Context: an optimization exercise on an open-source flow, tuned for small area, a short achievable clock period and few clock cycles. The choices shown serve that exercise and are no tape-out recipe. At most, simulation tests tie the RTL to the original design; equivalence was not proved. For runs 5 and 6, only the layout was checked, not whether the RTL still works. Power figures rest on the tool's default switching activity, not on a simulated workload.

File: flow/flow/run.sh
#!/bin/bash
# The standard layout (standard.sh) with these changes:
#  - synthesis: ADDER_MAP_FILE is empty, so ORFS does not extract full/half
#    adder cells and abc maps the arithmetic like the rest of the logic; abc
#    runs flow/abc.script (area-oriented mapping; the layout's repair steps
#    size the gates) instead of ORFS's script. Registers are mapped by the
#    same dfflibmap step as in the standard synthesis.
#  - clock tree synthesis without dummy load cells (CTS_ARGS).
#  - every port still gets a buffer, but a buf_1 instead of the delay cell
#    buffer_ports picks by default, and repair may resize cells across
#    footprints (MATCH_CELL_FOOTPRINT=0).
set -euo pipefail
here=$(pwd)
export ADDER_MAP_FILE=
export MY_ABC_SCRIPT=$here/flow/abc.script
sed -e "s#SYNTH_SCRIPT=[^ ]*#SYNTH_SCRIPT=$here/flow/synth.tcl#" \
    -e 's#"${@:-finish}"#MATCH_CELL_FOOTPRINT=0 "CTS_ARGS=-sink_clustering_enable -repair_clock_nets -dont_use_dummy_load -sink_clustering_size 30 -sink_clustering_max_diameter 100 -buf_list sky130_fd_sc_hd__clkbuf_8" "BUFFER_PORTS_ARGS=-buffer_cell sky130_fd_sc_hd__buf_1" "${@:-finish}"#' \
    standard.sh > my_standard.sh
bash my_standard.sh > standard.log 2>&1
File: flow/flow/abc.script
strash
dc2
dch -f
map -D 1500
topo
stime -c
buffer -c
upsize -c -D 1500
dnsize -c -D 1500
File: flow/flow/synth.tcl
# The standard flow's synthesis script (synth_recipe.tcl), with abc given our own script
# (abc.script beside this file) in place of ORFS's abc_speed/abc_area script.
proc synth {args} { yosys synth -nofsm -noshare {*}$args }
proc abc {args} {
  set i [lsearch -exact $args -script]
  if { $i >= 0 } { lset args [expr {$i + 1}] $::env(MY_ABC_SCRIPT) }
  yosys abc {*}$args
}
source $::env(SCRIPTS_DIR)/synth.tcl
# left out here: clear keep_hierarchy, flatten, clean up, hide names made inside functions, write 1_2_yosys.v
File: flow/standard.sh
#!/bin/bash
# synth_recipe.tcl (not shown) runs the flow's synth.tcl, then flattens the netlist and writes it again
# the make line also repeats each setting of config.mk as NAME=value (left out here)
make -C /OpenROAD-flow-scripts/flow DESIGN_CONFIG=/design/flow/config.mk WORK_HOME=/design/flow/orfs CLKGATE_MAP_FILE= SYNTH_SCRIPT=/design/flow/synth_recipe.tcl "${@:-finish}"
File: flow/config.mk
export PLATFORM = sky130hd
export DESIGN_NAME = huffman
export DESIGN_NICKNAME = huffman
export VERILOG_FILES = /design/flow/design.v
export SDC_FILE = /design/flow/constraint.sdc
export NUM_CORES = 4
export LEC_CHECK = 0
export CAP_MARGIN = 20
export CORE_MARGIN = 2
export CORE_UTILIZATION = 45
export GPL_TIMING_DRIVEN = 0
export SETUP_SLACK_MARGIN = 3.6
export SLEW_MARGIN = 20
File: flow/constraint.sdc
create_clock -name core_clock -period 6.2 [get_ports {clk}]
set_input_delay 1.2400 -clock core_clock [delete_from_list [all_inputs] [get_ports {clk}]]
set_output_delay 1.2400 -clock core_clock [all_outputs]
set_load 0.01 [all_outputs]
File: flow/design.v
module huffman(clk, reset, gray_valid, gray_data, CNT_valid, CNT1, CNT2, CNT3, CNT4, CNT5, CNT6,
    code_valid, HC1, HC2, HC3, HC4, HC5, HC6, M1, M2, M3, M4, M5, M6);
input clk;
input reset;
input gray_valid;
input [7:0] gray_data;
output CNT_valid;
output [7:0] CNT1, CNT2, CNT3, CNT4, CNT5, CNT6;
output code_valid;
output [7:0] HC1, HC2, HC3, HC4, HC5, HC6;
output [7:0] M1, M2, M3, M4, M5, M6;
function lt7(input [6:0] a, input [6:0] b, input le);
  reg [6:0] l, e;
  reg l10, e10, l32, e32, l54, e54, l30, e30, l60, e60;
  begin
    l = ~a & b;
    e = ~(a ^ b);
    l10 = l[1] | (e[1] & l[0]);   e10 = e[1] & e[0];
    l32 = l[3] | (e[3] & l[2]);   e32 = e[3] & e[2];
    l54 = l[5] | (e[5] & l[4]);   e54 = e[5] & e[4];
    l30 = l32 | (e32 & l10);      e30 = e32 & e10;
    l60 = l[6] | (e[6] & l54);    e60 = e[6] & e54;
    lt7 = l60 | (e60 & (l30 | (e30 & le)));
  end
endfunction
function [6:0] add7(input [6:0] a, input [6:0] b);
  reg [6:0] g, p, c;
  reg [6:0] g1, p1, g2, p2;
  integer j;
  begin
    g = a & b;
    p = a ^ b;
    g1 = g; p1 = p;
    for (j = 1; j < 7; j = j + 1) begin g1[j] = g[j] | (p[j] & g[j-1]); p1[j] = p[j] & p[j-1]; end
    g2 = g1; p2 = p1;
    for (j = 2; j < 7; j = j + 1) begin g2[j] = g1[j] | (p1[j] & g1[j-2]); p2[j] = p1[j] & p1[j-2]; end
    c = g2;
    for (j = 4; j < 7; j = j + 1) c[j] = g2[j] | (p2[j] & g2[j-4]);
    add7 = p ^ {c[5:0], 1'b0};
  end
endfunction
reg [3:0] t;     
reg pv;          
reg cv, hv;      
reg [6:0] S;     
wire t0 = (t == 4'd0);
wire t1 = (t == 4'd1);
wire t2 = (t == 4'd2);
wire t3 = (t == 4'd3);
wire t4 = (t == 4'd4);
wire rnk = t0 | t1 | t2 | t3 | t4;
wire start = t0 & pv & ~gray_valid;
wire comb = (t == 4'd5) | (t == 4'd6) | (t == 4'd7) | (t == 4'd8) | (t == 4'd9);
wire [5:0] self = {1'b0, t4, t3, t2, t1, t0};
wire [5:0] le = {rnk, rnk, t0 | t1 | t2 | t3, t0 | t1 | t2, t0 | t1, t0};
reg [6:0] w [0:5];
reg [2:0] dq [0:5];   
wire [2:0] d [0:5];
reg [3:0] mk [0:5];   
reg [3:0] c [0:5];    
wire [5:0] lt;
wire [5:0] kp, kq;
wire [6:0] X = S;
reg [6:0] bc;
always @*
  case (t[1:0])
    2'd0: bc = w[1];
    2'd1: bc = w[2];
    2'd2: bc = w[3];
    default: bc = w[4];
  endcase
reg [6:0] w0n;    
genvar gi;
generate for (gi = 0; gi < 6; gi = gi + 1) begin : sym
  assign d[gi] = dq[gi] ^ 3'b001;
  assign lt[gi] = lt7(w[gi], X, le[gi]);
  assign kp[gi] = (d[gi] == 3'd2);
  assign kq[gi] = (d[gi] == 3'd3);
end endgenerate
reg [6:0] P, Q;
reg [5:2] h;     
integer i;
always @* begin
  P = 7'd0;
  Q = 7'd0;
  h = 4'd0;
  for (i = 0; i < 6; i = i + 1) begin
    P = P | (w[i] & {7{kp[i]}});
    Q = Q | (w[i] & {7{kq[i]}});
    if (d[i] == 3'd2 && lt[i]) h[2] = 1'b1;
    if (d[i] == 3'd3 && lt[i]) h[3] = 1'b1;
    if (d[i] == 3'd4 && lt[i]) h[4] = 1'b1;
    if (d[i] == 3'd5 && lt[i]) h[5] = 1'b1;
  end
end
wire [2:0] m = {h[5], h[3] & ~h[5], (h[2] & ~h[3]) | (h[4] & ~h[5])};
wire [6:0] PQ = add7(P, Q);
wire [6:0] PS = add7(P, S);
always @(posedge clk) begin
  if (rnk)
    S <= (t0 & gray_valid) ? w0n : t4 ? 7'h7f : bc;
  else
    S <= (PQ & {7{h[3]}}) | (PS & {7{~h[3]}});
  if (reset) begin
    t <= 4'd0;
    pv <= 1'b0;
    cv <= 1'b0;
    hv <= 1'b0;
  end else begin
    pv <= gray_valid;
    cv <= start;
    hv <= (t == 4'd9);
    if (t0)
      t <= {3'b000, start};
    else if (t != 4'd11)
      t <= t + 4'd1;
  end
end
always @* begin
  w0n = w[0];
  if (gray_data == 8'd1)
    w0n = w[0] + 7'd1;
end
generate for (gi = 0; gi < 6; gi = gi + 1) begin : upd
  wire member = (d[gi][2:1] == 2'b00);
  wire inc = (gi < 5 && self[gi]) ? lt[5] : ~lt[gi];
  wire [3:0] at = {mk[gi][2:0], 1'b1} & ~mk[gi];
  always @(posedge clk) begin
    if (reset) begin
      w[gi] <= 7'd0;
      mk[gi] <= 4'd0;
      c[gi] <= 4'd0;
    end else begin
      if (t0 && gray_valid && gray_data == gi + 1)
        w[gi] <= w[gi] + 7'd1;
      if (comb && member) begin
        w[gi] <= S;
        mk[gi] <= {mk[gi][2:0], 1'b1};
        c[gi] <= c[gi] | (at & {4{~d[gi][0]}});
      end
    end
    if (rnk)
      dq[gi] <= ((t0 ? 3'd2 : d[gi]) + {2'b00, inc}) ^ 3'b001;
    else
      dq[gi] <= (member ? m : d[gi] + {2'b11, ~lt[gi]}) ^ 3'b001;
  end
end endgenerate
wire [7:0] hc [0:5];
wire [7:0] mo [0:5];
generate for (gi = 0; gi < 6; gi = gi + 1) begin : outs
  assign mo[gi] = {3'b000, mk[gi], 1'b1};
  assign hc[gi] = {3'b000, {1'b0, c[gi]} | ({mk[gi], 1'b1} & ~{1'b0, mk[gi]} & {5{dq[gi][0]}})};
end endgenerate
assign CNT_valid = cv;
assign code_valid = hv;
assign CNT1 = {1'b0, w[0]};
assign CNT2 = {1'b0, w[1]};
assign CNT3 = {1'b0, w[2]};
assign CNT4 = {1'b0, w[3]};
assign CNT5 = {1'b0, w[4]};
assign CNT6 = {1'b0, w[5]};
assign HC1 = hc[0];
assign HC2 = hc[1];
assign HC3 = hc[2];
assign HC4 = hc[3];
assign HC5 = hc[4];
assign HC6 = hc[5];
assign M1 = mo[0];
assign M2 = mo[1];
assign M3 = mo[2];
assign M4 = mo[3];
assign M5 = mo[4];
assign M6 = mo[5];
endmodule
==> impl_metrics.csv, run 1 <==
group,metric,value,unit
run_status,outcome,"complete, no violations",
sta,setup_tns,0,ns
synth,ys.warnings.count,5,
cells_and_area,drive_above_1_share,22.7,%
sta,hold_violations,0,
synth,synth-seq-area-share,29.7,%
global_routing,grt_pass1_wl,51.4,mm
synth,syn_area,0.00824,sq mm
placement,place.gp.congestion,1.05,
synth,synth_xor_area_share,1.81,%
synth,synth_fa_ha_area_share,0,%
synth,synth_common_cells,"inv_1 (170), nand2_1 (159), nor2_1 (142), a21oi_1 (126), dfxtp_1 (122)",
global_routing,grt_pass1_vias,8828,
route,drtIter0Drc,1144,
critical_path,cp_slowest_cell,"dfxtp_1",
critical_path,critPathTopFamily,"flip-flops",
clocking,clkLatencyLatePin,0.48,ns
sta,period_share,41.6,%
cells_and_area,fillCellCount,1800,
route,drcViolationCount,0,
cells_and_area,finalCoreUtilization,59.3,%
clocking,cts-buffers-inserted,17,
synth,synth_cell_types,57,
synth,synth_top_area_cell,"dfxtp_1",
synth,ys_ff_latch,122,
floorplanning,dieArea,0.0194,sq mm
synth,synthesis.instances,1240,
global_routing,grt-busiest-layer,"met2",
synth,synth.area.mux_share,0,%
critical_path,cp-end-kind,"output pin",
critical_path,crit_path_start,"dq[2][0]$_DFF_P_",
synth,synth.avg_cell_area,6.64,sq um
floorplanning,num_rows,49,
synth,yosysMostFrequentCell,"inv_1",
cells_and_area,final_nets,1490,
critical_path,path_cells,"buf_8, a31oi_4, inv_1, buf_1",
floorplanning,num_io_pins,157,
route,drtPass1Iterations,9,
global_routing,grt_start_max_net_pins,17,
critical_path,crit_arrival,1.34,ns
hold_path,worstHoldStart,"mk[1][2]$_SDFFE_PP0P_",
pwr,p_per_area,230,mW/mm^2
hold_path,hold_path.class,"reg -> reg",
route,vias,9996,
sta,slew_headroom,44.8,%
route,antenna_left,0,
global_routing,antenna_found_initial,0,
global_routing,grt_overflow,0,
synth,synthTopCellsByArea,"dfxtp_1 (30%), inv_1 (7.7%), a21oi_1 (7.7%)",
cells_and_area,area_growth,29.3,%
sta,max_freq,388,MHz
clocking,tritoncts,"built",
synth,synthArstFlopShare,0,%
pwr,vdd_drop_max,148,uV
critical_path,cp-start-kind,"flip-flop",
route,viasPerCell,5.86,
pwr,p_leak,0.00421,uW
floorplanning,core,0.0180,sq mm
sta,fin_skew,0.0430,ns
critical_path,path_buf_inv,3,
global_routing,met2_usage,54.2,%
critical_path,crit_type,"reg -> out",
clocking,clockRootBuffer,"clkbuf_8",
synth,synth.top_cell.area_share,29.7,%
critical_path,r2r-start,"t[1]$_SDFFE_PP0P_",
synth,yosys.area_share.simple,22.3,%
critical_path,slowest_delay,0.34,ns
clocking,htree_levels,4,
synth,synth_compound_area_share,31.3,%
sta,rsz0062_at_grt,"yes",
sta,finalCriticalPeriod,2.58,ns
critical_path,reg2reg_slack,3.65,ns
placement,dp_hpwl,26.0,mm
clocking,cts_sinks,122,
floorplanning,die_y,139,microns
sta,finalMaxSlewViolations,0,
global_routing,use_met3,7.81,%
floorplanning,fp.dieW,139,microns
route,drt_wl_total,35.0,mm
synth,synth_edf_count,0,
global_routing,use_met1,45.3,%
clocking,hold_buffers,0,
critical_path,critPathMaxFanout,10,
job,cap_violations,0,
sta,setup-violations-final,0,
clocking,clk_pin_slew,0.10,ns
synth,synth_top_family_by_area,"compound AO/OA/AOI/OAI gates",
floorplanning,start_util,45.8,%
global_routing,grt_usage,34.4,%
critical_path,cp.required,4.96,ns
synth,yosys_most_used_dff,"dfxtp_1",
clocking,cts_max_path_buffers,2,
placement,io_buffers,107,
sta,worst_pin_slew,0.829,ns
route,wl_per_cell,20.5,microns
[cell type report]
class                           count  area, sq um  share of cell area, %
Timing Repair Buffer              174          941                   8.84
Tap cell                          229          287                   2.69
Multi-Input combinational cell    893         5350                   50.2
Buffer                             92          636                   5.97
Sequential cell                   122         2500                   23.5
Clock buffer                       17          234                   2.20
Inverter                          179          696                   6.54
Antenna cell                        1         2.50                 0.0235
[kinds of logic after synthesis]
logic type,count (synthesis)
and+or+nand+nor,419
buffers and inverters,271
other,2
AOI/OAI and AO/OA,409
xor gates and xnor gates,17
DFF,122
[tightest hold or removal path: stages (launching register included)]
cell,delay [ns]
dfxtp_2,0.35
inv_1,0.07
a21oi_1,0.05
[cells in the final DEF, fill, tap and decap left out, drive strengths merged]
cell / n
a2111oi: 1
a211oi: 9
a21oi: 127
a221oi: 7
a22oi: 47
a31oi: 27
a32oi: 7
a41oi: 3
buf: 233
clkbuf: 50
clkinvlp: 3
conb: 48
dfxtp: 122
diode: 1
inv: 176
nand2: 162
nand3: 61
nand3b: 4
nand4: 6
nor2: 150
nor3: 22
nor3b: 1
nor4: 5
o2111a: 1
o2111ai: 6
o211ai: 11
o21a: 4
o21ai: 103
o21bai: 5
o221ai: 17
o22ai: 27
o2bb2ai: 1
o311ai: 1
o31ai: 1
o32ai: 3
o41ai: 1
or2: 7
or3: 1
xnor2: 4
xor2: 13
[per-layer routing]
layer	routed length (microns)	up-vias
met1	14300	4637
met3	3440	101
met4	1470	0
li1	-	4664
met2	15800	594
met5	0	-
[sequential cells by signal, indices dropped and copies added, names as in the netlist]
register and count:
cv 1, t 4, pv 1, hv 1, w 42, S 7
c 24, dq 18, mk 24
[what timing repair did]
item,CTS,global route
setup endpoints to repair,76,114
gates resized for setup,72,174
pin swaps,11,44
cloned,0,1
setup buffers,16,50
[path summary, 6_finish.rpt]
check,cells after the start,end
worst max-delay path,4,HC3[1]
worst min-delay path,2,mk[1][2]$_SDFFE_PP0P_
worst max register to register,10,w[3][0]$_SDFFE_PP0P_
worst min register to register,2,mk[1][2]$_SDFFE_PP0P_
[power by group]
| part | internal, uW | switching, uW |
|---|---|---|
| clock | 241 | 307 |
| sequential | 814 | 42.9 |
| combinational | 378 | 668 |
[through the flow]
stage / power [uW] / setup slack [ns] / hold slack, ns / cells / instance area, sq um
after floorplan: 1350 / 3.57 / 0.451 / 1286 / 8440
after global placement: 1600 / 2.84 / 0.469 / 1622 / 9130
after detailed placement: 1600 / 2.88 / 0.473 / 1622 / 9130
after CTS: 2240 / 3.56 / 0.501 / 1655 / 9680
after global routing: 2540 / 3.46 / 0.529 / 1706 / 10600
final: 2450 / 3.62 / 0.503 / 1707 / 10600
Testbench counts, summed over its fixed seeds: cycles 7,104.
==> run 2, diff against run 1 <==
--- a/flow/config.mk
+++ b/flow/config.mk
@@ -8,6 +8,5 @@
 export CAP_MARGIN = 20
 export CORE_MARGIN = 2
-export CORE_UTILIZATION = 45
-export GPL_TIMING_DRIVEN = 0
+export CORE_UTILIZATION = 40
 export SETUP_SLACK_MARGIN = 3.6
 export SLEW_MARGIN = 20
==> impl_metrics.csv, run 2 <==
group,metric,value,unit
cells_and_area,layout_commonest_cell,"inv_1",
route,viasPerCell,5.84,
route,vias,9670,
critical_path,r2r-start,"dq[0][1]$_DFF_P_",
synth,syn_area,0.00824,sq mm
cells_and_area,top_register,"w",
cells_and_area,reg_top3,"w x42, c x24, mk x24",
clocking,hold_buffers,0,
pwr,power.share.combinational,39.6,%
critical_path,cp.required,4.96,ns
global_routing,grt_start_max_net_pins,48,
global_routing,met2_usage,44.4,%
sta,setup_tns,0,ns
placement,dp_hpwl,23.4,mm
global_routing,grt_overflow,0,
synth,yosys_most_used_dff,"dfxtp_1",
route,drtIter0Drc,1072,
clocking,htree_levels,4,
pwr,seqPwrFrac,38.2,%
critical_path,cp-end-kind,"output pin",
placement,place.gp.congestion,1.07,
critical_path,crit_type,"reg -> out",
critical_path,cp_slowest_cell,"dfxtp_4",
pwr,switchingPower,981,uW
critical_path,path_buf_inv,3,
global_routing,use_met1,38.1,%
global_routing,grt_usage,29.1,%
synth,synthArstFlopShare,0,%
sta,hold_violations,0,
sta,max_freq,381,MHz
critical_path,crit_path_start,"dq[2][0]$_DFF_P_",
synth,synth.top_cell.area_share,29.7,%
clocking,cts_max_path_buffers,2,
synth,synth_common_cells,"inv_1 (170), nand2_1 (159), nor2_1 (142), a21oi_1 (126), dfxtp_1 (122)",
synth,synth_fa_ha_area_share,0,%
placement,place_area,0.00869,sq mm
cells_and_area,finalCoreUtilization,48.8,%
route,drcViolationCount,0,
route,antenna_left,0,
sta,worst_pin_slew,0.673,ns
pwr,vdd_drop_max,131,uV
clocking,cts_sinks,122,
pwr,power.internal,1390,uW
sta,slew_headroom,54.7,%
floorplanning,die_y,147,microns
critical_path,slowest_delay,0.39,ns
sta,fin_skew,0.0328,ns
hold_path,worstHoldStart,"pv$_SDFF_PP0_",
clocking,tritoncts,"built",
cells_and_area,largest_reg_flops,42,
job,cap_violations,0,
clocking,cts-buffers-inserted,17,
synth,synth_edf_count,0,
sta,period_share,42.3,%
sta,setup_slack,3.58,ns
cells_and_area,final_nets,1399,
synth,synthesis.instances,1240,
synth,ys.warnings.count,5,
sta,rsz0062_at_grt,"yes",
placement,io_buffers,108,
synth,synth_compound_area_share,31.3,%
pwr,switching_share,41.4,%
placement,pre_cts_ws,2.83,ns
pwr,report.power.total,2370,uW
sta,finalCriticalPeriod,2.62,ns
global_routing,use_met3,6.54,%
floorplanning,fp.dieW,147,microns
critical_path,path_cells,"buf_4, a31oi_2, inv_1, buf_1",
pwr,p_per_area,240,mW/mm^2
clocking,clockRootBuffer,"clkbuf_8",
route,drt_wl_total,33.1,mm
critical_path,critPathMaxFanout,7,
synth,synth-seq-area-share,29.7,%
floorplanning,dieArea,0.0218,sq mm
floorplanning,start_util,40.7,%
pwr,p_leak,0.00373,uW
clocking,clkLatencyLatePin,0.46,ns
sta,setup-violations-final,0,
critical_path,crit_arrival,1.38,ns
synth,synth_xor_area_share,1.81,%
synth,synthTopCellsByArea,"dfxtp_1 (30%), inv_1 (7.7%), a21oi_1 (7.7%)",
cells_and_area,layout_common_cells,"inv_1 (158), nand2_1 (152), nor2_1 (134)",
global_routing,antenna_found_initial,0,
critical_path,critPathTopFamily,"flip-flops",
run_status,outcome,"complete, no violations",
critical_path,cp-start-kind,"flip-flop",
global_routing,grt-busiest-layer,"met2",
cells_and_area,antenna_cells,0,
sta,finalMaxSlewViolations,0,
route,wl_per_cell,20.0,microns
synth,ys_ff_latch,122,
synth,synth.area.mux_share,0,%
global_routing,grt_pass1_wl,49.4,mm
floorplanning,num_io_pins,157,
synth,synth_top_area_cell,"dfxtp_1",
pwr,power.share.clock,22.2,%
cells_and_area,area_growth,19.8,%
cells_and_area,design_area,0.00987,sq mm
route,drtPass1Iterations,6,
synth,yosysMostFrequentCell,"inv_1",
synth,synth_cell_types,57,
cells_and_area,drive_above_1_share,15.7,%
floorplanning,core,0.0202,sq mm
global_routing,grt_pass1_vias,8841,
synth,yosys.area_share.simple,22.3,%
floorplanning,num_rows,52,
clocking,clk_pin_slew,0.07,ns
synth,synth.avg_cell_area,6.64,sq um
hold_path,hold_path.class,"reg -> reg",
synth,synth_top_family_by_area,"compound AO/OA/AOI/OAI gates",
==> run 2: layout make-up <==
type	instances	area, sq um
Fill cell	2126	10400
Tap cell	270	338
Inverter	179	697
Clock buffer	17	234
Multi-Input combinational cell	895	5130
Sequential cell	122	2510
Timing Repair Buffer	173	950
==> run 2: path summary, 6_finish.rpt <==
check / end / slack (ns) / cells past startpoint
min: cv$_SDFF_PP0_ / 0.47 / 2
max: HC3[2] / 3.58 / 4
max reg2reg: S[5]$_DFF_P_ / 3.59 / 13
min reg2reg: cv$_SDFF_PP0_ / 0.47 / 2
==> run 2: logic make-up after synthesis <==
group                     count (synthesis)
DFF                                     122
other                                     2
xor gates and xnor gates                 17
buffers and inverters                   271
and+or+nand+nor                         419
AOI/OAI and AO/OA                       409
==> run 2: power by group through the flow <==
stage	Clock (uW)	Combinational (uW)	Sequential, uW
detailed placement	0	638	901
CTS	537	767	899
finish	527	938	904
floorplan	0	499	851
global placement	0	640	901
global route	567	975	908
==> run 2: what timing repair did <==
| item | 4_1_cts | 5_1_grt |
|---|---|---|
| endpoints found under the setup margin | 91 | 61 |
| setup buffers | 20 | 38 |
| cloned | 0 | 2 |
| pin swaps | 12 | 32 |
| resized for setup | 46 | 92 |
==> run 2: per-layer routing <==
| layer | part of all wire (%) | vias up |
|---|---|---|
| met2 | 44 | 545 |
| met1 | 41 | 4498 |
| li1 | - | 4493 |
| met5 | 0 | - |
| met3 | 9.7 | 134 |
| met4 | 5.1 | 0 |
==> run 2: worst min-delay path, stage by stage (launching register included) <==
cell and delay, ns:
dfxtp_1 0.29, nand3_1 0.09, nor2_1 0.05
==> run 2: per-stage QoR <==
stage	std cells	hold WS [ns]
3_5_place_dp	1579	0.479
3_3_place_gp	1579	0.475
2_1_floorplan	1286	0.451
5_1_grt	1656	0.491
4_1_cts	1616	0.475
6_report	1656	0.474
==> run 3, diff against run 2 <==
--- a/flow/config.mk
+++ b/flow/config.mk
@@ -8,5 +8,5 @@
 export CAP_MARGIN = 20
 export CORE_MARGIN = 2
-export CORE_UTILIZATION = 40
+export CORE_UTILIZATION = 45
 export SETUP_SLACK_MARGIN = 3.6
 export SLEW_MARGIN = 20
==> impl_metrics.csv, run 3 <==
group,metric,value,unit
global_routing,grt_start_max_net_pins,46,
pwr,switchingPower,966,uW
route,vias,9683,
critical_path,crit_arrival,1.30,ns
synth,synth_cell_types,57,
sta,hold_violations,0,
critical_path,reg2reg_to,"S[5]$_DFF_P_",
run_status,outcome,"complete, no violations",
global_routing,grt-busiest-layer,"met2",
synth,ys.warnings.count,5,
sta,max_freq,394,MHz
clocking,hold_buffers,0,
pwr,report.power.total,2370,uW
pwr,p_per_area,240,mW/mm^2
floorplanning,fp.dieW,139,microns
hold_path,worstHoldStart,"pv$_SDFF_PP0_",
critical_path,crit_type,"reg -> out",
cells_and_area,largest_reg_flops,42,
synth,ys_ff_latch,122,
route,drt_wl_total,32.4,mm
floorplanning,num_io_pins,157,
placement,dp_hpwl,23.4,mm
cells_and_area,antenna_cells,0,
critical_path,reg2reg_slack,3.70,ns
sta,rsz0062_at_grt,"yes",
synth,synthTopCellsByArea,"dfxtp_1 (30%), inv_1 (7.7%), a21oi_1 (7.7%)",
floorplanning,core,0.0180,sq mm
sta,finalCriticalPeriod,2.54,ns
global_routing,antenna_found_initial,0,
sta,slew_headroom,62.9,%
floorplanning,dieArea,0.0194,sq mm
synth,synth-seq-area-share,29.7,%
clocking,clockRootBuffer,"clkbuf_8",
cells_and_area,final_nets,1405,
job,cap_violations,0,
synth,synth_top_area_cell,"dfxtp_1",
pwr,p_leak,0.00376,uW
critical_path,r2r-start,"S[2]$_DFF_P_",
route,drcViolationCount,0,
pwr,seqPwrFrac,37.8,%
floorplanning,num_rows,49,
cells_and_area,fillCellCount,1879,
critical_path,r2r_cells,14,
synth,yosysMostFrequentCell,"inv_1",
critical_path,crit_path_start,"dq[2][0]$_DFF_P_",
global_routing,grt_overflow,0,
cells_and_area,layout_commonest_cell,"inv_1",
cells_and_area,top_register,"w",
hold_path,hold_path.class,"reg -> reg",
global_routing,grt_pass1_vias,8771,
placement,place.gp.congestion,1.09,
cells_and_area,reg_top3,"w x42, c x24, mk x24",
clocking,cts_max_path_buffers,2,
floorplanning,die_y,139,microns
synth,synthesis.instances,1240,
pwr,power.share.clock,22.8,%
synth,synthArstFlopShare,0,%
pwr,power.share.combinational,39.4,%
clocking,tritoncts,"built",
route,drtIter0Drc,984,
pwr,power.internal,1400,uW
pwr,vdd_drop_max,193,uV
sta,period_share,41.0,%
floorplanning,start_util,45.8,%
global_routing,use_met3,6.19,%
synth,synth_common_cells,"inv_1 (170), nand2_1 (159), nor2_1 (142), a21oi_1 (126), dfxtp_1 (122)",
cells_and_area,layout_common_cells,"inv_1 (156), nand2_1 (152), nor2_1 (133)",
critical_path,crit_end,"HC3[2]",
critical_path,cp.required,4.96,ns
global_routing,use_met1,44.5,%
clocking,cts-buffers-inserted,17,
global_routing,met2_usage,49.2,%
synth,synth.top_cell.area_share,29.7,%
sta,setup-violations-final,0,
synth,syn_area,0.00824,sq mm
sta,setup_tns,0,ns
route,wl_per_cell,20.0,microns
sta,finalMaxSlewViolations,0,
sta,worst_pin_slew,0.556,ns
cells_and_area,area_growth,19.8,%
clocking,htree_levels,4,
critical_path,cp-start-kind,"flip-flop",
route,drtPass1Iterations,8,
critical_path,cp-end-kind,"output pin",
pwr,switching_share,40.8,%
clocking,cts_sinks,122,
global_routing,grt_usage,32.4,%
sta,fin_skew,0.0332,ns
synth,synth_edf_count,0,
route,antenna_left,0,
cells_and_area,drive_above_1_share,16.2,%
synth,synth.avg_cell_area,6.64,sq um
route,viasPerCell,5.97,
synth,yosys_most_used_dff,"dfxtp_1",
critical_path,critPathMaxFanout,8,
clocking,clk_pin_slew,0.06,ns
global_routing,grt_pass1_wl,49.7,mm
placement,io_buffers,108,
clocking,clkLatencyLatePin,0.46,ns
[run 3: cell counts after synthesis]
No cell type changed its count.
[run 3: layer usage]
metal	part of all wire, %	up-vias	routed length (microns)
li1	-	4497	-
met1	43	4504	13900
met2	44	571	14100
met3	9.1	111	2950
met4	4.5	0	1460
met5	0	-	0
[run 3: how the worst min path moves through the flow]
| stage | end | slack, ns | cells after the start |
|---|---|---|---|
| 6_report | cv$_SDFF_PP0_ | 0.49 | 2 |
| 5_1_grt | c[2][3]$_SDFFE_PP0P_ | 0.52 | 2 |
| 4_1_cts | cv$_SDFF_PP0_ | 0.48 | 2 |
| 3_5_place_dp | cv$_SDFF_PP0_ | 0.47 | 2 |
| 3_3_place_gp | c[3][2]$_SDFFE_PP0P_ | 0.47 | 2 |
| 2_1_floorplan | cv$_SDFF_PP0_ | 0.45 | 2 |
[run 3: kinds of logic (layout without fill, tap and decap cells)]
group                     count (synthesis)  count (layout)  share of synthesized area, %
xor gates and xnor gates                 17              17                          1.81
other                                     2              48                        0.0912
AOI/OAI and AO/OA                       409             409                          31.3
and+or+nand+nor                         419             420                          22.3
buffers and inverters                   271             376                          14.8
DFF                                     122             122                          29.7
[run 3: repair_timing]
| item | CTS | global route |
|---|---|---|
| resized for setup | 47 | 85 |
| pin swaps | 8 | 24 |
| gates cloned | 1 | 1 |
| setup endpoints to repair | 91 | 67 |
| setup buffers | 17 | 43 |
[run 3: stage by stage]
step | setup WS, ns | instance area [sq um] | hold slack [ns] | cells | utilization (%)
final | 3.66 | 9870 | 0.487 | 1621 | 54.9
after global routing | 3.52 | 9870 | 0.521 | 1621 | 54.9
after CTS | 3.60 | 9240 | 0.484 | 1577 | 51.4
after detailed placement | 2.85 | 8670 | 0.474 | 1542 | 48.3
after global placement | 2.80 | 8670 | 0.475 | 1542 | 48.3
after floorplan | 3.57 | 8440 | 0.451 | 1286 | -
[run 3: cell type report]
class,count,area (sq um),share of cell area [%]
clock buffer,17,234,2.37
timing repair buffer,179,1010,10.2
multi-input combinational,894,5120,51.9
tap,229,287,2.90
timing repair inverter,1,7.51,0.0761
sequential,122,2500,25.3
inverter,179,711,7.20
[run 3: power by group through the flow]
| stage | clock (uW) | sequential [uW] | combinational [uW] |
|---|---|---|---|
| floorplan | 0 | 851 | 499 |
| global placement | 0 | 888 | 647 |
| detailed placement | 0 | 888 | 646 |
| CTS | 547 | 881 | 776 |
| global route | 575 | 899 | 982 |
| finish | 540 | 895 | 932 |
[run 3: critical path, cell delays in order (launching register included)]
cell     delay, ns
dfxtp_1       0.30
buf_6         0.15
a31oi_1       0.22
inv_1         0.06
buf_1         0.13
==> run 4, diff against run 3 <==
--- a/flow/flow/run.sh
+++ b/flow/flow/run.sh
@@ -15,5 +15,5 @@
 export MY_ABC_SCRIPT=$here/flow/abc.script
 sed -e "s#SYNTH_SCRIPT=[^ ]*#SYNTH_SCRIPT=$here/flow/synth.tcl#" \
-    -e 's#"${@:-finish}"#MATCH_CELL_FOOTPRINT=0 "CTS_ARGS=-sink_clustering_enable -repair_clock_nets -dont_use_dummy_load -sink_clustering_size 30 -sink_clustering_max_diameter 100 -buf_list sky130_fd_sc_hd__clkbuf_8" "BUFFER_PORTS_ARGS=-buffer_cell sky130_fd_sc_hd__buf_1" "${@:-finish}"#' \
+    -e 's#"${@:-finish}"#MATCH_CELL_FOOTPRINT=0 "CTS_ARGS=-sink_clustering_enable -repair_clock_nets -dont_use_dummy_load -sink_clustering_size 50 -sink_clustering_max_diameter 200 -balance_levels -buf_list sky130_fd_sc_hd__clkbuf_8 -clustering_unbalance_ratio 0.6" "BUFFER_PORTS_ARGS=-buffer_cell sky130_fd_sc_hd__buf_1" "${@:-finish}"#' \
     standard.sh > my_standard.sh
 bash my_standard.sh > standard.log 2>&1
==> impl_metrics.csv, run 4 <==
group,metric,value,unit
run_status,outcome,"complete, no violations",
critical_path,cp.required,4.96,ns
cells_and_area,drive_above_1_share,16.2,%
synth,syn_area,0.00824,sq mm
floorplanning,core,0.0180,sq mm
synth,synth_cell_types,57,
sta,hold_violations,0,
route,vias,9683,
critical_path,critPathMaxFanout,8,
sta,finalMaxSlewViolations,0,
sta,fin_skew,0.0332,ns
sta,worst_pin_slew,0.556,ns
pwr,p_per_area,240,mW/mm^2
job,cap_violations,0,
route,viasPerCell,5.97,
clocking,cts_sinks,122,
critical_path,r2r_cells,14,
critical_path,crit_arrival,1.30,ns
cells_and_area,design_area,0.00987,sq mm
floorplanning,num_io_pins,157,
route,drtIter0Drc,984,
floorplanning,fp.dieW,139,microns
critical_path,crit_type,"reg -> out",
global_routing,grt_start_max_net_pins,46,
sta,setup_tns,0,ns
synth,synthArstFlopShare,0,%
clocking,clk_pin_slew,0.06,ns
clocking,cts_max_path_buffers,2,
cells_and_area,area_growth,19.8,%
synth,yosys_most_used_dff,"dfxtp_1",
pwr,p_leak,0.00376,uW
synth,synth_edf_count,0,
cells_and_area,largest_reg_flops,42,
sta,period_share,41.0,%
synth,synth_top_area_cell,"dfxtp_1",
sta,finalCriticalPeriod,2.54,ns
cells_and_area,layout_commonest_cell,"inv_1",
critical_path,cp-start-kind,"flip-flop",
pwr,vdd_drop_max,193,uV
placement,io_buffers,108,
hold_path,worstHoldPathCells,2,
synth,synth.top_cell.area_share,29.7,%
clocking,clockRootBuffer,"clkbuf_8",
synth,synth.avg_cell_area,6.64,sq um
sta,max_freq,394,MHz
clocking,clkLatencyLatePin,0.46,ns
cells_and_area,antenna_cells,0,
global_routing,grt_usage,32.4,%
floorplanning,num_rows,49,
sta,setup_slack,3.66,ns
cells_and_area,reg_top3,"w x42, c x24, mk x24",
synth,ys_ff_latch,122,
global_routing,antenna_found_initial,0,
cells_and_area,top_register,"w",
floorplanning,die_y,139,microns
floorplanning,start_util,45.8,%
clocking,hold_buffers,0,
cells_and_area,layout_common_cells,"inv_1 (156), nand2_1 (152), nor2_1 (133)",
route,antenna_left,0,
floorplanning,dieArea,0.0194,sq mm
synth,synthesis.instances,1240,
synth,synth_common_cells,"inv_1 (170), nand2_1 (159), nor2_1 (142), a21oi_1 (126), dfxtp_1 (122)",
clocking,htree_levels,4,
synth,yosysMostFrequentCell,"inv_1",
sta,rsz0062_at_grt,"yes",
clocking,tritoncts,"built",
cells_and_area,final_nets,1405,
route,drtPass1Iterations,8,
sta,setup-violations-final,0,
global_routing,grt_pass1_vias,8771,
placement,dp_hpwl,23.4,mm
synth,synthTopCellsByArea,"dfxtp_1 (30%), inv_1 (7.7%), a21oi_1 (7.7%)",
cells_and_area,fillCellCount,1879,
synth,ys.warnings.count,5,
route,drt_wl_total,32.4,mm
route,drcViolationCount,0,
route,wl_per_cell,20.0,microns
sta,slew_headroom,62.9,%
global_routing,grt_overflow,0,
global_routing,grt_pass1_wl,49.7,mm
clocking,cts-buffers-inserted,17,
placement,place.gp.congestion,1.09,
critical_path,cp-end-kind,"output pin",
placement,pre_cts_ws,2.85,ns
hold_path,hold_path.class,"reg -> reg",
synth,synth-seq-area-share,29.7,%
placement,place_area,0.00867,sq mm
==> run 4: cell counts in the layout (fill, tap and decap cells not counted) <==
Identical to the previous run, type by type.
==> run 4: per-layer routing <==
metal	global-route usage, %	routed length (microns)	vias to the layer above
met5	0	0	-
met4	14.8	1460	0
met1	44.5	13900	4504
met3	6.19	2950	111
met2	49.2	14100	571
li1	-	-	4497
==> run 4: critical path: stages, from the launching register on <==
cell,delay (ns)
dfxtp_1,0.30
buf_6,0.15
a31oi_1,0.22
inv_1,0.06
buf_1,0.13
==> run 4: power breakdown <==
group | leakage, uW | switching [uW] | internal (uW)
registers | 0.000995 | 75.5 | 820
clock network | 0.000122 | 299 | 241
logic | 0.00264 | 592 | 339
total | 0.00376 | 966 | 1400
==> run 4: worst paths after layout <==
kind              slack (ns)            end             start
setup / recovery        3.66         HC3[2]  dq[2][0]$_DFF_P_
hold / removal          0.49  cv$_SDFF_PP0_     pv$_SDFF_PP0_
setup reg to reg        3.70   S[5]$_DFF_P_      S[2]$_DFF_P_
hold reg to reg         0.49  cv$_SDFF_PP0_     pv$_SDFF_PP0_
==> run 4: kinds of logic (layout without fill, tap and decap cells) <==
| group | Yosys count | in the layout | share of synthesized area (%) |
|---|---|---|---|
| buf+inv | 271 | 376 | 14.8 |
| compound gates | 409 | 409 | 31.3 |
| other cells | 2 | 48 | 0.0912 |
| simple gates | 419 | 420 | 22.3 |
| xor+xnor | 17 | 17 | 1.81 |
| flops | 122 | 122 | 29.7 |
==> run 4: what timing repair did <==
item / in CTS / in global routing
buffers inserted: 17 / 43
pin swaps: 8 / 24
resized for setup: 47 / 85
cloned: 1 / 1
endpoints found under the hold margin: 0 / 0
setup endpoints to repair: 91 / 67
==> run 4: final cells by class <==
class                   count  area [sq um]  area share (%)
well taps                 229           287            2.90
clock buffers              17           234            2.37
repair inverters            1          7.51          0.0761
inverters                 179           711            7.20
flip-flops and latches    122          2500            25.3
multi-input cells         894          5120            51.9
repair buffers            179          1010            10.2
==> run 4: through the flow <==
| stage | utilization (%) | total power (uW) | hold slack, ns | std cells |
|---|---|---|---|---|
| 2_1_floorplan | - | 1350 | 0.451 | 1286 |
| 3_3_place_gp | 48.3 | 1540 | 0.475 | 1542 |
| 3_5_place_dp | 48.3 | 1530 | 0.474 | 1542 |
| 4_1_cts | 51.4 | 2200 | 0.484 | 1577 |
| 5_1_grt | 54.9 | 2460 | 0.521 | 1621 |
| 6_report | 54.9 | 2370 | 0.487 | 1621 |
==> run 5, diff against run 4 <==
--- a/flow/design.v
+++ b/flow/design.v
@@ -57,6 +57,5 @@
 reg [2:0] dq [0:5];   
 wire [2:0] d [0:5];
-reg [3:0] mk [0:5];   
-reg [3:0] c [0:5];    
+reg [4:0] r [0:5];    
 wire [5:0] lt;
 wire [5:0] kp, kq;
@@ -125,10 +124,10 @@
   wire member = (d[gi][2:1] == 2'b00);
   wire inc = (gi < 5 && self[gi]) ? lt[5] : ~lt[gi];
-  wire [3:0] at = {mk[gi][2:0], 1'b1} & ~mk[gi];
+  wire [5:0] above = {1'b0, r[gi][4], |r[gi][4:3], |r[gi][4:2], |r[gi][4:1], |r[gi][4:0]};
+  wire [4:0] rn = (r[gi] & (above[5:1] | {5{~d[gi][0]}})) | ({r[gi][3:0], 1'b0} & ~above[4:0]);
   always @(posedge clk) begin
     if (reset) begin
       w[gi] <= 7'd0;
-      mk[gi] <= 4'd0;
-      c[gi] <= 4'd0;
+      r[gi] <= 5'd1;
     end else begin
       if (t0 && gray_valid && gray_data == gi + 1)
@@ -136,6 +135,5 @@
       if (comb && member) begin
         w[gi] <= S;
-        mk[gi] <= {mk[gi][2:0], 1'b1};
-        c[gi] <= c[gi] | (at & {4{~d[gi][0]}});
+        r[gi] <= rn;
       end
     end
@@ -149,6 +147,7 @@
 wire [7:0] mo [0:5];
 generate for (gi = 0; gi < 6; gi = gi + 1) begin : outs
-  assign mo[gi] = {3'b000, mk[gi], 1'b1};
-  assign hc[gi] = {3'b000, {1'b0, c[gi]} | ({mk[gi], 1'b1} & ~{1'b0, mk[gi]} & {5{dq[gi][0]}})};
+  wire [5:0] above = {1'b0, r[gi][4], |r[gi][4:3], |r[gi][4:2], |r[gi][4:1], |r[gi][4:0]};
+  assign mo[gi] = {3'b000, above[4:1], 1'b1};
+  assign hc[gi] = {3'b000, r[gi] & (above[5:1] | {5{dq[gi][0]}})};
 end endgenerate
 assign CNT_valid = cv;
--- a/flow/flow/run.sh
+++ b/flow/flow/run.sh
@@ -15,5 +15,5 @@
 export MY_ABC_SCRIPT=$here/flow/abc.script
 sed -e "s#SYNTH_SCRIPT=[^ ]*#SYNTH_SCRIPT=$here/flow/synth.tcl#" \
-    -e 's#"${@:-finish}"#MATCH_CELL_FOOTPRINT=0 "CTS_ARGS=-sink_clustering_enable -repair_clock_nets -dont_use_dummy_load -sink_clustering_size 50 -sink_clustering_max_diameter 200 -balance_levels -buf_list sky130_fd_sc_hd__clkbuf_8 -clustering_unbalance_ratio 0.6" "BUFFER_PORTS_ARGS=-buffer_cell sky130_fd_sc_hd__buf_1" "${@:-finish}"#' \
+    -e 's#"${@:-finish}"#MATCH_CELL_FOOTPRINT=0 "CTS_ARGS=-sink_clustering_enable -repair_clock_nets -dont_use_dummy_load -sink_clustering_size 30 -sink_clustering_max_diameter 100 -buf_list sky130_fd_sc_hd__clkbuf_8" "BUFFER_PORTS_ARGS=-buffer_cell sky130_fd_sc_hd__buf_1" "${@:-finish}"#' \
     standard.sh > my_standard.sh
 bash my_standard.sh > standard.log 2>&1
==> impl_metrics.csv, run 5 <==
group,metric,value,unit
placement,io_buffers,108,
route,drtIter0Drc,1167,
pwr,p_leak,0.00394,uW
cells_and_area,layout_commonest_cell,"nand2_1",
clocking,hold_buffers,0,
synth,synthArstFlopShare,0,%
critical_path,cp_common_cell,"inv_1",
global_routing,grt_overflow,0,
pwr,vdd_drop_max,127,uV
sta,max_freq,367,MHz
cells_and_area,final_nets,1431,
route,wl_met2,13.8,mm
critical_path,reg2reg_slack,3.63,ns
critical_path,reg2reg_to,"dq[0][0]$_DFF_P_",
floorplanning,core,0.0180,sq mm
global_routing,grt_start_max_net_pins,54,
cells_and_area,regArea,0.00218,sq mm
critical_path,critPathMaxFanout,8,
cells_and_area,antenna_cells,0,
sta,finalMaxSlewViolations,0,
clocking,tritoncts,"built",
cells_and_area,layout_common_cells,"nand2_1 (158), nor2_1 (140), inv_1 (132)",
clocking,cts_sinks,104,
route,antenna_left,0,
sta,setup_slack,3.48,ns
clocking,htree_levels,3,
pwr,p_per_area,212,mW/mm^2
route,drcViolationCount,0,
critical_path,slowest_delay,0.40,ns
route,drtPass1Iterations,8,
route,topRoutingLayerUsed,"met4",
floorplanning,fp.dieW,139,microns
synth,synth_common_cells,"nor2_1 (170), nand2_1 (167), inv_1 (146), a21oi_1 (114), dfxtp_1 (104)",
cells_and_area,design_area,0.0100,sq mm
route,wl_met1,13.3,mm
critical_path,crit_type,"reg -> out",
synth,synth_edf_count,0,
placement,pre_cts_ws,2.99,ns
sta,setup_tns,0,ns
floorplanning,die_y,139,microns
synth,yosysMostFrequentCell,"nor2_1",
floorplanning,num_io_pins,157,
placement,place_area,0.00854,sq mm
global_routing,grt_usage,31.3,%
route,drt_wl_total,31.9,mm
critical_path,r2r-start,"t[2]$_SDFFE_PP0P_",
sta,worst_pin_slew,0.694,ns
sta,period_share,43.9,%
route,vias,9705,
synth,ys_ff_latch,104,
cells_and_area,area_growth,21.9,%
route,dr_wl_met3,3.88,mm
sta,finalCriticalPeriod,2.72,ns
cells_and_area,drive_above_1_share,22.1,%
floorplanning,num_rows,49,
hold_path,hold_path.class,"reg -> reg",
sta,whs,0.496,ns
critical_path,cp_slowest_cell,"dfxtp_4",
sta,setup-violations-final,0,
synth,synth.top_cell.area_share,25.4,%
route,wl_per_cell,19.4,microns
cells_and_area,largest_reg_flops,42,
critical_path,cp.required,4.96,ns
sta,fin_skew,0.0296,ns
sta,rsz0062_at_grt,"yes",
sta,hold_violations,0,
synth,yosys_most_used_dff,"dfxtp_1",
cells_and_area,finalCoreUtilization,55.7,%
placement,place.gp.congestion,0.972,
critical_path,path_cells,"inv_4, nand2_1, nor2_2, inv_1, o21ai_2, inv_1, buf_1",
clocking,cts_max_path_buffers,2,
cells_and_area,reg_top3,"w x42, r x30, dq x18",
global_routing,antenna_found_initial,0,
critical_path,cp-end-kind,"output pin",
run_status,outcome,"complete, no violations",
cells_and_area,top_register,"w",
clocking,cts-buffers-inserted,9,
synth,synthesis.instances,1251,
floorplanning,start_util,45.7,%
job,cap_violations,0,
clocking,clkLatencyLatePin,0.40,ns
hold_path,worstHoldPathCells,2,
synth,synth_top_area_cell,"dfxtp_1",
synth,synth_cell_types,70,
critical_path,crit_path_start,"dq[4][0]$_DFF_P_",
cells_and_area,fillCellCount,1813,
hold_path,holdPathEnd,"w[3][5]$_SDFFE_PP0P_",
synth,synthTopCellsByArea,"dfxtp_1 (25%), nor2_1 (7.8%), nand2_1 (7.6%)",
clocking,clockRootBuffer,"clkbuf_8",
synth,synth-seq-area-share,25.4,%
synth,syn_area,0.00821,sq mm
synth,synth.avg_cell_area,6.56,sq um
clocking,clk_pin_slew,0.09,ns
global_routing,grt_pass1_wl,47.9,mm
critical_path,r2r_cells,16,
synth,ys.warnings.count,4,
critical_path,crit_arrival,1.48,ns
sta,slew_headroom,53.7,%
hold_path,worstHoldStart,"w[3][5]$_SDFFE_PP0P_",
cells_and_area,multi_input_area,0.00549,sq mm
critical_path,cp-start-kind,"flip-flop",
route,viasPerCell,5.89,
global_routing,grt_pass1_vias,8354,
placement,dp_hpwl,22.3,mm
floorplanning,dieArea,0.0193,sq mm
-- run 5: cell types whose count changed in the layout (fill, tap and decap cells not counted), moves of 8 or more --
cell      change
dfxtp_1      -27
buf_1        -11
buf_6        +11
nor2_2       +13
inv_2         +8
clkbuf_8      -8
dfxtp_4      +11
a21oi_1      -12
inv_1        -24
nor2_4        +9
buf_4        +24
a32oi_1       +9
a31oi_1       -9
-- run 5: kinds of logic after synthesis --
family / share of synthesized area (%)
AO/OA/AOI/OAI: 32.4
AND/OR/NAND/NOR: 25.2
flip-flops: 25.4
buffers and inverters: 15.4
XOR/XNOR: 1.49
other: 0.0915
-- run 5: worst max path at each step --
stage,to,slack [ns]
4_1_cts,HC3[0],3.48
3_5_place_dp,w[4][1]$_SDFFE_PP0P_,2.99
5_1_grt,HC5[0],3.40
3_3_place_gp,w[4][1]$_SDFFE_PP0P_,3.00
2_1_floorplan,S[2]$_DFF_P_,3.57
6_report,HC5[0],3.48
-- run 5: final cells by class --
cell class,count,share of cell area (%)
clock buffers,9,1.24
inverters,166,6.74
multi-input cells,933,54.9
flip-flops and latches,104,21.8
well taps,229,2.86
repair buffers,205,12.4
repair inverters,1,0.0750
-- run 5: per-stage QoR --
step | cells | power [uW]
after floorplan | 1297 | 1280
after global placement | 1549 | 1420
after detailed placement | 1549 | 1420
after CTS | 1594 | 1900
after global routing | 1647 | 2210
final | 1647 | 2120
-- run 5: metal layers --
metal / vias to the layer above / track usage [%]
met5: - / 0
met4: 0 / 8.83
met3: 80 / 6.15
met2: 572 / 47.5
met1: 4455 / 45.2
li1: 4598 / -
-- run 5: timing repair --
action | 4_1_cts | 5_1_grt
pin swaps | 22 | 32
setup buffers | 33 | 53
setup endpoints to repair | 103 | 109
resized for setup | 113 | 116
gates cloned | 3 | 0
-- run 5: worst max-delay path, delay by kind of cell, from the launching register on --
family | cells | cell delay (ns)
buffers and inverters | 4 | 0.37
DFF | 1 | 0.40
AOI/OAI and AO/OA | 1 | 0.14
and+or+nand+nor | 2 | 0.18
-- run 5: report_power, final --
| part | internal [uW] | switching (uW) | total [uW] |
|---|---|---|---|
| sequential | 696 | 52.4 | 749 |
| combinational | 384 | 621 | 1000 |
| clock | 131 | 235 | 366 |
==> run 6, diff against run 5 <==
--- a/flow/design.v
+++ b/flow/design.v
@@ -43,4 +43,5 @@
 reg pv;          
 reg cv, hv;      
+reg [2:0] M;     
 reg [6:0] S;     
 wire t0 = (t == 4'd0);
@@ -55,9 +56,12 @@
 wire [5:0] le = {rnk, rnk, t0 | t1 | t2 | t3, t0 | t1 | t2, t0 | t1, t0};
 reg [6:0] w [0:5];
-reg [2:0] dq [0:5];   
-wire [2:0] d [0:5];
-reg [4:0] r [0:5];    
+reg [2:0] d [0:5];    
+reg [3:0] mk [0:5];   
+reg [3:0] c [0:5];    
 wire [5:0] lt;
 wire [5:0] kp, kq;
+wire [5:0] nw;        
+wire [5:0] dec2, dec3, dec4, dec5, member, lower;
+wire [5:0] Md = {M == 3'd5, M == 3'd4, M == 3'd3, M == 3'd2, M == 3'd1, M == 3'd0};
 wire [6:0] X = S;
 reg [6:0] bc;
@@ -72,8 +76,14 @@
 genvar gi;
 generate for (gi = 0; gi < 6; gi = gi + 1) begin : sym
-  assign d[gi] = dq[gi] ^ 3'b001;
   assign lt[gi] = lt7(w[gi], X, le[gi]);
-  assign kp[gi] = (d[gi] == 3'd2);
-  assign kq[gi] = (d[gi] == 3'd3);
+  assign nw[gi] = (d[gi] == 3'd7);
+  assign dec2[gi] = (d[gi] == 3'd2) | (nw[gi] & Md[2]);
+  assign dec3[gi] = (d[gi] == 3'd3) | (nw[gi] & Md[3]);
+  assign dec4[gi] = (d[gi] == 3'd4) | (nw[gi] & Md[4]);
+  assign dec5[gi] = (d[gi] == 3'd5) | (nw[gi] & Md[5]);
+  assign member[gi] = (d[gi][2:1] == 2'b00) | (nw[gi] & (Md[0] | Md[1]));
+  assign lower[gi] = d[gi][2] ? ~M[0] : ~d[gi][0];
+  assign kp[gi] = dec2[gi];
+  assign kq[gi] = dec3[gi];
 end endgenerate
 reg [6:0] P, Q;
@@ -87,8 +97,8 @@
     P = P | (w[i] & {7{kp[i]}});
     Q = Q | (w[i] & {7{kq[i]}});
-    if (d[i] == 3'd2 && lt[i]) h[2] = 1'b1;
-    if (d[i] == 3'd3 && lt[i]) h[3] = 1'b1;
-    if (d[i] == 3'd4 && lt[i]) h[4] = 1'b1;
-    if (d[i] == 3'd5 && lt[i]) h[5] = 1'b1;
+    if (dec2[i] && lt[i]) h[2] = 1'b1;
+    if (dec3[i] && lt[i]) h[3] = 1'b1;
+    if (dec4[i] && lt[i]) h[4] = 1'b1;
+    if (dec5[i] && lt[i]) h[5] = 1'b1;
   end
 end
@@ -97,8 +107,11 @@
 wire [6:0] PS = add7(P, S);
 always @(posedge clk) begin
-  if (rnk)
+  if (rnk) begin
     S <= (t0 & gray_valid) ? w0n : t4 ? 7'h7f : bc;
-  else
+    M <= 3'd7;
+  end else begin
     S <= (PQ & {7{h[3]}}) | (PS & {7{~h[3]}});
+    M <= m;
+  end
   if (reset) begin
     t <= 4'd0;
@@ -122,24 +135,25 @@
 end
 generate for (gi = 0; gi < 6; gi = gi + 1) begin : upd
-  wire member = (d[gi][2:1] == 2'b00);
+  wire [2:0] e = nw[gi] ? M : d[gi];    
   wire inc = (gi < 5 && self[gi]) ? lt[5] : ~lt[gi];
-  wire [5:0] above = {1'b0, r[gi][4], |r[gi][4:3], |r[gi][4:2], |r[gi][4:1], |r[gi][4:0]};
-  wire [4:0] rn = (r[gi] & (above[5:1] | {5{~d[gi][0]}})) | ({r[gi][3:0], 1'b0} & ~above[4:0]);
+  wire [3:0] at = {mk[gi][2:0], 1'b1} & ~mk[gi];
   always @(posedge clk) begin
     if (reset) begin
       w[gi] <= 7'd0;
-      r[gi] <= 5'd1;
+      mk[gi] <= 4'd0;
+      c[gi] <= 4'd0;
     end else begin
       if (t0 && gray_valid && gray_data == gi + 1)
         w[gi] <= w[gi] + 7'd1;
-      if (comb && member) begin
+      if (comb && member[gi]) begin
         w[gi] <= S;
-        r[gi] <= rn;
+        mk[gi] <= {mk[gi][2:0], 1'b1};
+        c[gi] <= c[gi] | (at & {4{lower[gi]}});
       end
     end
     if (rnk)
-      dq[gi] <= ((t0 ? 3'd2 : d[gi]) + {2'b00, inc}) ^ 3'b001;
+      d[gi] <= (t0 ? 3'd2 : d[gi]) + {2'b00, inc};
     else
-      dq[gi] <= (member ? m : d[gi] + {2'b11, ~lt[gi]}) ^ 3'b001;
+      d[gi] <= member[gi] ? 3'd7 : e + {2'b11, ~lt[gi]};
   end
 end endgenerate
@@ -147,7 +161,6 @@
 wire [7:0] mo [0:5];
 generate for (gi = 0; gi < 6; gi = gi + 1) begin : outs
-  wire [5:0] above = {1'b0, r[gi][4], |r[gi][4:3], |r[gi][4:2], |r[gi][4:1], |r[gi][4:0]};
-  assign mo[gi] = {3'b000, above[4:1], 1'b1};
-  assign hc[gi] = {3'b000, r[gi] & (above[5:1] | {5{dq[gi][0]}})};
+  assign mo[gi] = {3'b000, mk[gi], 1'b1};
+  assign hc[gi] = {3'b000, {1'b0, c[gi]} | ({mk[gi], 1'b1} & ~{1'b0, mk[gi]} & {5{lower[gi]}})};
 end endgenerate
 assign CNT_valid = cv;
==> impl_metrics.csv, run 6 <==
group,metric,value,unit
run_status,outcome,"complete, no violations",
cells_and_area,layout_commonest_cell,"inv_1",
floorplanning,core,0.0195,sq mm
pwr,switching_share,32.7,%
sta,finalCriticalPeriod,2.88,ns
floorplanning,num_rows,51,
hold_path,worstHoldPathCells,2,
global_routing,grt_pass1_vias,9221,
sta,period_share,46.4,%
pwr,vdd_drop_max,131,uV
critical_path,path_cells,"clkinvlp_4, buf_12, nand2_8, nand2_8, a31oi_4, inv_2, buf_6",
synth,syn_area,0.00890,sq mm
placement,place.gp.congestion,1.03,
cells_and_area,reg_top3,"w x42, c x24, mk x24",
sta,max_freq,347,MHz
hold_path,hold_path.class,"reg -> reg",
cells_and_area,antenna_cells,0,
global_routing,grt_start_max_net_pins,50,
pwr,p_leak,0.00433,uW
clocking,cts-buffers-inserted,17,
global_routing,grt_usage,34.2,%
global_routing,grt-busiest-layer,"met2",
global_routing,grt_overflow,0,
pwr,power.share.combinational,20.6,%
sta,hold_violations,0,
clocking,clkLatencyLatePin,0.47,ns
critical_path,cp-start-kind,"flip-flop",
floorplanning,die_y,145,microns
clocking,tritoncts,"built",
route,vias,10900,
clocking,clockRootBuffer,"clkbuf_8",
clocking,cts_sinks,125,
sta,worst_pin_slew,0.641,ns
synth,synth_edf_count,0,
clocking,htree_levels,4,
hold_path,worstHoldStart,"pv$_SDFF_PP0_",
global_routing,use_met3,9.90,%
floorplanning,fp.dieW,145,microns
critical_path,cp_slowest_cell,"dfxtp_4",
pwr,seqPwrFrac,47.2,%
floorplanning,num_io_pins,157,
synth,synth_common_cells,"nand2_1 (180), inv_1 (178), nor2_1 (150), a21oi_1 (149), dfxtp_1 (125)",
synth,synth.top_cell.area_share,28.1,%
cells_and_area,finalCoreUtilization,59.5,%
cells_and_area,layout_common_cells,"inv_1 (160), nand2_1 (155), nor2_1 (140)",
synth,ys_ff_latch,125,
route,antenna_left,0,
cells_and_area,area_growth,30.1,%
sta,setup-violations-final,0,
cells_and_area,drive_above_1_share,23.8,%
placement,io_buffers,108,
synth,synth_cell_types,57,
clocking,hold_buffers,0,
critical_path,r2r_cells,15,
synth,synth_top_area_cell,"dfxtp_1",
pwr,p_per_area,150,mW/mm^2
global_routing,grt_pass1_wl,53.8,mm
critical_path,cp_common_cell,"nand2_8",
synth,ys.warnings.count,5,
route,wl_per_cell,20.8,microns
pwr,switchingPower,567,uW
critical_path,critPathMaxFanout,5,
synth,yosysMostFrequentCell,"nand2_1",
sta,rsz0062_at_grt,"yes",
pwr,power.share.clock,32.3,%
floorplanning,dieArea,0.0209,sq mm
critical_path,r2r-start,"M[0]$_SDFF_PP1_",
clocking,cts_max_path_buffers,2,
synth,synthArstFlopShare,0,%
route,drtPass1Iterations,9,
cells_and_area,largest_reg_flops,42,
synth,synth.avg_cell_area,6.50,sq um
synth,synth-seq-area-share,28.1,%
critical_path,cp-end-kind,"output pin",
critical_path,reg2reg_slack,3.54,ns
synth,synthTopCellsByArea,"dfxtp_1 (28%), a21oi_1 (8.4%), nand2_1 (7.6%)",
synth,synthesis.instances,1369,
critical_path,slowest_delay,0.37,ns
sta,slew_headroom,56.8,%
cells_and_area,top_register,"w",
cells_and_area,final_nets,1562,
pwr,power.internal,1170,uW
critical_path,reg2reg_to,"S[6]$_DFF_P_",
critical_path,crit_type,"reg -> out",
route,viasPerCell,6.00,
floorplanning,start_util,45.7,%
sta,setup_tns,0,ns
sta,finalMaxSlewViolations,0,
critical_path,crit_arrival,1.64,ns
placement,dp_hpwl,25.7,mm
hold_path,holdPathEnd,"cv$_SDFF_PP0_",
critical_path,cp.required,4.96,ns
clocking,clk_pin_slew,0.08,ns
global_routing,antenna_found_initial,0,
sta,fin_skew,0.0349,ns
global_routing,use_met1,47.5,%
global_routing,met2_usage,50.3,%
route,drtIter0Drc,1340,
synth,yosys_most_used_dff,"dfxtp_1",
route,drcViolationCount,0,
job,cap_violations,0,
route,drt_wl_total,37.7,mm
run 6: what timing repair did:
action | in CTS | in global routing
buffers inserted | 46 | 57
pin swaps | 20 | 29
setup endpoints to repair | 105 | 80
resized for setup | 196 | 115
gates cloned | 1 | 3
run 6: area by class of cell:
| class | count | area (sq um) |
|---|---|---|
| Sequential cell | 125 | 2600 |
| Timing Repair Buffer | 214 | 1330 |
| Clock buffer | 17 | 234 |
| Inverter | 196 | 795 |
| Tap cell | 265 | 332 |
| Fill cell | 1904 | 7880 |
| Multi-Input combinational cell | 997 | 6290 |
run 6: kinds of logic (layout without fill, tap and decap cells):
kind of cell / count (synthesis) / after routing / share of synthesized area (%)
AOI/OAI and AO/OA: 460 / 461 / 32.2
xor gates and xnor gates: 17 / 17 / 1.67
buffers and inverters: 297 / 427 / 14.9
DFF: 125 / 125 / 28.1
other: 2 / 48 / 0.0843
and+or+nand+nor: 468 / 471 / 23.1
run 6: metal layers:
layer / vias to the layer above / routed length (microns)
li1: 4995 / -
met1: 5050 / 15800
met2: 701 / 16100
met3: 131 / 4300
met4: 0 / 1530
met5: - / 0
run 6: worst max path at each step:
stage | cells past startpoint | slack (ns) | end | start
after floorplan | 10 | 3.59 | w[5][5]$_SDFFE_PP0P_ | gray_data[5]
after global placement | 10 | 2.57 | w[4][5]$_SDFFE_PP0P_ | gray_valid
after detailed placement | 10 | 2.48 | w[4][5]$_SDFFE_PP0P_ | gray_valid
after CTS | 7 | 3.34 | HC6[3] | M[0]$_SDFF_PP1_
after global routing | 7 | 3.26 | HC5[3] | M[0]$_SDFF_PP1_
final | 7 | 3.32 | HC2[3] | M[0]$_SDFF_PP1_
run 6: worst max-delay path: cells and delay by family (launching register included):
family / cells / cell delay, ns
AO/OA/AOI/OAI: 1 / 0.18
AND/OR/NAND/NOR: 2 / 0.17
flip-flops: 1 / 0.37
buffers and inverters: 4 / 0.47
run 6: power by group through the flow:
stage	Combinational [uW]	Clock [uW]	Sequential [uW]
2_1_floorplan	191	0	833
3_3_place_gp	225	0	842
3_5_place_dp	224	0	841
4_1_cts	276	559	819
5_1_grt	376	603	819
6_report	357	560	818
run 6: stage by stage:
stage | total power [uW] | std cells | cell area [sq um] | hold WS, ns | setup slack (ns)
final | 1730 | 1814 | 11600 | 0.482 | 3.32
after global routing | 1800 | 1814 | 11600 | 0.497 | 3.26
after CTS | 1650 | 1754 | 10600 | 0.476 | 3.34
after detailed placement | 1070 | 1690 | 9280 | 0.480 | 2.48
after global placement | 1070 | 1690 | 9280 | 0.471 | 2.57
after floorplan | 1020 | 1415 | 9110 | 0.450 | 3.59

[re-timing with driven ports]
Ports are ideal in the flow. The routed layouts listed here were re-timed in OpenROAD.
Step 1 sets driving cells, clkbuf_16 on the clock port and buf_2 on the other inputs (assumed; they add their load-dependent delay and slew).
Step 2, shift: input delay + t, output delay - t, t = (earliest + latest rising clock arrival at the registers) / 2. This alone moves slack from input paths to output paths.
a / b / c = ideal ports / drivers / drivers and shift; a / b = the first two.
| run | shift t [ns] | setup slack, ns | worst register clock-pin slew, ns | worst slew at a driven data input, ns | pins driven straight from the clock port |
|---|---|---|---|---|---|
| run 1 | 0.500 | 3.621 / 3.580 / 3.220 | 0.10 / 0.10 | 0.04 | 1 |
| run 2 | 0.489 | 3.576 / 3.534 / 3.129 | 0.09 / 0.09 | 0.03 | 1 |
| run 3 | 0.484 | 3.661 / 3.619 / 3.234 | 0.09 / 0.09 | 0.04 | 1 |
| run 4 | 0.484 | 3.661 / 3.619 / 3.234 | 0.09 / 0.09 | 0.04 | 1 |
| run 5 | 0.431 | 3.476 / 3.433 / 3.275 | 0.11 / 0.11 | 0.03 | 1 |
| run 6 | 0.497 | 3.320 / 3.274 / 3.246 | 0.10 / 0.10 | 0.05 | 1 |
After both steps every run listed still meets setup and hold. The setup slack of run 2, which loses most, moves by -0.042 ns with the drivers and by -0.447 ns with both steps.
